From an optimization exercise on the open Yosys and OpenROAD flow, aimed at small area and a short achievable clock period; shortcuts taken in it are not production practice. In this exercise RTL edits were held to simulation tests only and were not proved equivalent to the original. No driver is modelled on the clock port, so clocking that relies on it looks cheaper here than on a real chip.

v56:
Design reed_solomon_top, start of the top module:
module reed_solomon_top(
    input  wire       clk,
    input  wire       rst_n,
    input  wire [7:0] data_in,
    output wire [7:0] code_out
);
Settings: LEC_CHECK=0, CAP_MARGIN=20, CORE_MARGIN=2, CORE_UTILIZATION=40, CTS_CLUSTER_DIAMETER=100, CTS_CLUSTER_SIZE=24, SETUP_SLACK_MARGIN=1.85, SLEW_MARGIN=20, SYNTH_HIERARCHICAL=1, SYNTH_MINIMUM_KEEP_SIZE=0; clock period 4.0 ns.
standard.sh (not shown) runs the stock make flow with config.mk's settings and CLKGATE_MAP_FILE= SYNTH_SCRIPT=/design/flow/synth_recipe.tcl, a recipe that flattens the netlist after the stock synthesis.
==> flow/flow/run.sh <==
#!/bin/bash
set -euo pipefail
HERE=$(pwd)
CTS="-sink_clustering_enable -repair_clock_nets -sink_clustering_size 24 -sink_clustering_max_diameter 100 -dont_use_dummy_load"
DU="sky130_fd_sc_hd__probe_p_8 sky130_fd_sc_hd__probec_p_8 sky130_fd_sc_hd__lpflow_bleeder_1 sky130_fd_sc_hd__lpflow_clkbufkapwr_1 sky130_fd_sc_hd__lpflow_clkbufkapwr_16 sky130_fd_sc_hd__lpflow_clkbufkapwr_2 sky130_fd_sc_hd__lpflow_clkbufkapwr_4 sky130_fd_sc_hd__lpflow_clkbufkapwr_8 sky130_fd_sc_hd__lpflow_clkinvkapwr_1 sky130_fd_sc_hd__lpflow_clkinvkapwr_16 sky130_fd_sc_hd__lpflow_clkinvkapwr_2 sky130_fd_sc_hd__lpflow_clkinvkapwr_4 sky130_fd_sc_hd__lpflow_clkinvkapwr_8 sky130_fd_sc_hd__lpflow_decapkapwr_12 sky130_fd_sc_hd__lpflow_decapkapwr_3 sky130_fd_sc_hd__lpflow_decapkapwr_4 sky130_fd_sc_hd__lpflow_decapkapwr_6 sky130_fd_sc_hd__lpflow_decapkapwr_8 sky130_fd_sc_hd__lpflow_inputiso0n_1 sky130_fd_sc_hd__lpflow_inputiso0p_1 sky130_fd_sc_hd__lpflow_inputiso1n_1 sky130_fd_sc_hd__lpflow_inputiso1p_1 sky130_fd_sc_hd__lpflow_inputisolatch_1 sky130_fd_sc_hd__lpflow_isobufsrc_1 sky130_fd_sc_hd__lpflow_isobufsrc_16 sky130_fd_sc_hd__lpflow_isobufsrc_2 sky130_fd_sc_hd__lpflow_isobufsrc_4 sky130_fd_sc_hd__lpflow_isobufsrc_8 sky130_fd_sc_hd__lpflow_isobufsrckapwr_16 sky130_fd_sc_hd__lpflow_lsbuf_lh_hl_isowell_tap_1 sky130_fd_sc_hd__lpflow_lsbuf_lh_hl_isowell_tap_2 sky130_fd_sc_hd__lpflow_lsbuf_lh_hl_isowell_tap_4 sky130_fd_sc_hd__lpflow_lsbuf_lh_isowell_4 sky130_fd_sc_hd__lpflow_lsbuf_lh_isowell_tap_1 sky130_fd_sc_hd__lpflow_lsbuf_lh_isowell_tap_2 sky130_fd_sc_hd__lpflow_lsbuf_lh_isowell_tap_4 sky130_fd_sc_hd__xor2_4 sky130_fd_sc_hd__xnor2_4"
ARGS=("BUFFER_PORTS_ARGS=-buffer_cell sky130_fd_sc_hd__buf_2" "CTS_ARGS=$CTS" "DONT_USE_CELLS=$DU")
bash standard.sh "${ARGS[@]}" cts > standard_cts.log 2>&1
RES=$HERE/orfs/results/sky130hd/reed_solomon_top/base
MARGIN=$(sed -n 's/^export SETUP_SLACK_MARGIN *= *//p' config.mk)
RES=$RES TARGET=$MARGIN LIB=$FLOW_HOME/platforms/sky130hd/lib/sky130_fd_sc_hd__tt_025C_1v80.lib \
  openroad -no_init -exit flow/recover.tcl > recover.log 2>&1
bash standard.sh "${ARGS[@]}" finish > standard.log 2>&1
==> flow/flow/recover.tcl <==
# Area recovery after CTS: downsize combinational cells (never flip-flops or clock cells)
# one at a time, keeping each change only if the worst setup slack stays at or above the
# target and no max-slew / max-capacitance violation appears.
set res $::env(RES)
set target $::env(TARGET)
read_db $res/4_cts.odb
read_liberty $::env(LIB)
read_sdc $res/4_cts.sdc
source $::env(FLOW_HOME)/platforms/sky130hd/setRC.tcl
set_propagated_clock [all_clocks]
estimate_parasitics -placement
report_design_area
report_worst_slack
# never ask for more than the slack timing repair reached
set ws [expr {[sta::worst_slack_cmd max]*1e9}]
if {$ws < $target} { set target [expr {$ws - 0.005}] }
puts "recovery target slack $target"

proc smaller_cells {name} {
  if {![regexp {^(sky130_fd_sc_hd__)(.*)_([0-9]+)$} $name -> pre base drv]} { return {} }
  set out {}
  foreach d {0 1 2 4 6 8 12 16} {
    if {$d >= $drv} break
    set c "${pre}${base}_$d"
    if {[llength [get_lib_cells -quiet */$c]] > 0} { lappend out $c }
  }
  return $out
}
set insts {}
foreach inst [get_cells *] {
  set lc [get_property $inst ref_name]
  if {[regexp {df|clkbuf|clkinv|dly|tap|fill|decap} $lc]} continue
  if {[llength [smaller_cells $lc]] == 0} continue
  lappend insts $inst
}
puts "candidates: [llength $insts]"
set slew0 [sta::max_slew_violation_count]
set cap0 [sta::max_capacitance_violation_count]
set n 0
foreach inst $insts {
  set lc [get_property $inst ref_name]
  foreach c [smaller_cells $lc] {
    replace_cell $inst [lindex [get_lib_cells */$c] 0]
    estimate_parasitics -placement
    if {[sta::worst_slack_cmd max] >= $target*1e-9 && [sta::max_slew_violation_count] <= $slew0 && [sta::max_capacitance_violation_count] <= $cap0} {
      puts "resized [get_full_name $inst] $lc -> $c"
      incr n
      break
    }
    replace_cell $inst [lindex [get_lib_cells */$lc] 0]
    estimate_parasitics -placement
  }
}
puts "downsized $n instances"
report_design_area
report_worst_slack
write_db $res/4_cts.odb
What v43 does differently from v56 at the input level:
- changing SETUP_SLACK_MARGIN from 1.85 to 1.9
-- flow/flow/recover.tcl --
<<< v56, line 13
report_worst_slack
# never ask for more than the slack timing repair reached
set ws [expr {[sta::worst_slack_cmd max]*1e9}]
if {$ws < $target} { set target [expr {$ws - 0.005}] }
puts "recovery target slack $target"

>>> v43, line 13
report_worst_slack

==> summary.txt <==
v43 vs v56: wire length up in v43. v56 → v43: final cell area excluding filler cells higher, global-route met3 utilization now sits lower, final cell utilization of the core now larger, post-layout worst setup margin moved down.
Setup changes, v43 to v46
- swapping 40 for 60 in CORE_UTILIZATION
- putting PLACE_DENSITY at 0.7 where nothing was set
- swapping 1.9 for 1.8 in SETUP_SLACK_MARGIN
==> flow/flow/run.sh <==
#!/bin/bash
set -euo pipefail
CTS="-sink_clustering_enable -repair_clock_nets -sink_clustering_size 24 -sink_clustering_max_diameter 100 -dont_use_dummy_load"
DU="sky130_fd_sc_hd__probe_p_8 sky130_fd_sc_hd__probec_p_8 sky130_fd_sc_hd__lpflow_bleeder_1 sky130_fd_sc_hd__lpflow_clkbufkapwr_1 sky130_fd_sc_hd__lpflow_clkbufkapwr_16 sky130_fd_sc_hd__lpflow_clkbufkapwr_2 sky130_fd_sc_hd__lpflow_clkbufkapwr_4 sky130_fd_sc_hd__lpflow_clkbufkapwr_8 sky130_fd_sc_hd__lpflow_clkinvkapwr_1 sky130_fd_sc_hd__lpflow_clkinvkapwr_16 sky130_fd_sc_hd__lpflow_clkinvkapwr_2 sky130_fd_sc_hd__lpflow_clkinvkapwr_4 sky130_fd_sc_hd__lpflow_clkinvkapwr_8 sky130_fd_sc_hd__lpflow_decapkapwr_12 sky130_fd_sc_hd__lpflow_decapkapwr_3 sky130_fd_sc_hd__lpflow_decapkapwr_4 sky130_fd_sc_hd__lpflow_decapkapwr_6 sky130_fd_sc_hd__lpflow_decapkapwr_8 sky130_fd_sc_hd__lpflow_inputiso0n_1 sky130_fd_sc_hd__lpflow_inputiso0p_1 sky130_fd_sc_hd__lpflow_inputiso1n_1 sky130_fd_sc_hd__lpflow_inputiso1p_1 sky130_fd_sc_hd__lpflow_inputisolatch_1 sky130_fd_sc_hd__lpflow_isobufsrc_1 sky130_fd_sc_hd__lpflow_isobufsrc_16 sky130_fd_sc_hd__lpflow_isobufsrc_2 sky130_fd_sc_hd__lpflow_isobufsrc_4 sky130_fd_sc_hd__lpflow_isobufsrc_8 sky130_fd_sc_hd__lpflow_isobufsrckapwr_16 sky130_fd_sc_hd__lpflow_lsbuf_lh_hl_isowell_tap_1 sky130_fd_sc_hd__lpflow_lsbuf_lh_hl_isowell_tap_2 sky130_fd_sc_hd__lpflow_lsbuf_lh_hl_isowell_tap_4 sky130_fd_sc_hd__lpflow_lsbuf_lh_isowell_4 sky130_fd_sc_hd__lpflow_lsbuf_lh_isowell_tap_1 sky130_fd_sc_hd__lpflow_lsbuf_lh_isowell_tap_2 sky130_fd_sc_hd__lpflow_lsbuf_lh_isowell_tap_4 sky130_fd_sc_hd__xor2_4 sky130_fd_sc_hd__xnor2_4"
bash standard.sh "BUFFER_PORTS_ARGS=-buffer_cell sky130_fd_sc_hd__buf_2" "CTS_ARGS=$CTS" "DONT_USE_CELLS=$DU" finish > standard.log 2>&1
removed: flow/flow/recover.tcl
Findings:
Compared with v43, placement density in the core of v46 is higher.
Minimum setup slack in the final design for v46: 0.0097 ns up relative to v43
Final estimated routing congestion in global placement grows by more than 10% when moving from v43 to v46.
Count of non-CTS buffers in the layout in v46 is 48 lower than in v43
Via count of the first global-routing pass, v46 vs v43: up by a few percent

## static timing again, ports no longer ideal
In the flow no input, the clock included, has a driving cell. The finished layouts below were timed again as built, in two steps. Step 1 sets driving cells, clkbuf_16 on the clock port and buf_2 on the other inputs (assumed; they add their load-dependent delay and slew). Step 2, shift: input delay + t, output delay - t, t = (earliest + latest rising clock arrival at the registers) / 2. This alone moves slack from input paths to output paths. Slacks: ideal ports / drivers / drivers and shift; pairs: ideal ports / drivers.
run | t (ns) | slack for setup (ns) | worst hold slack (ns)
v56 | 0.524 | 1.832 / 1.785 / 1.345 | 0.128 / 0.122 / 0.383
v43 | 0.526 | 1.784 / 1.732 / 1.410 | 0.326 / 0.326 / 0.379
v46 | 0.534 | 1.793 / 1.772 / 1.279 | 0.353 / 0.355 / 0.376
After both steps setup and hold are still met in every run listed. For v46, which loses most, drivers alone change the setup slack by -0.021 ns; drivers and shift together by -0.514 ns.
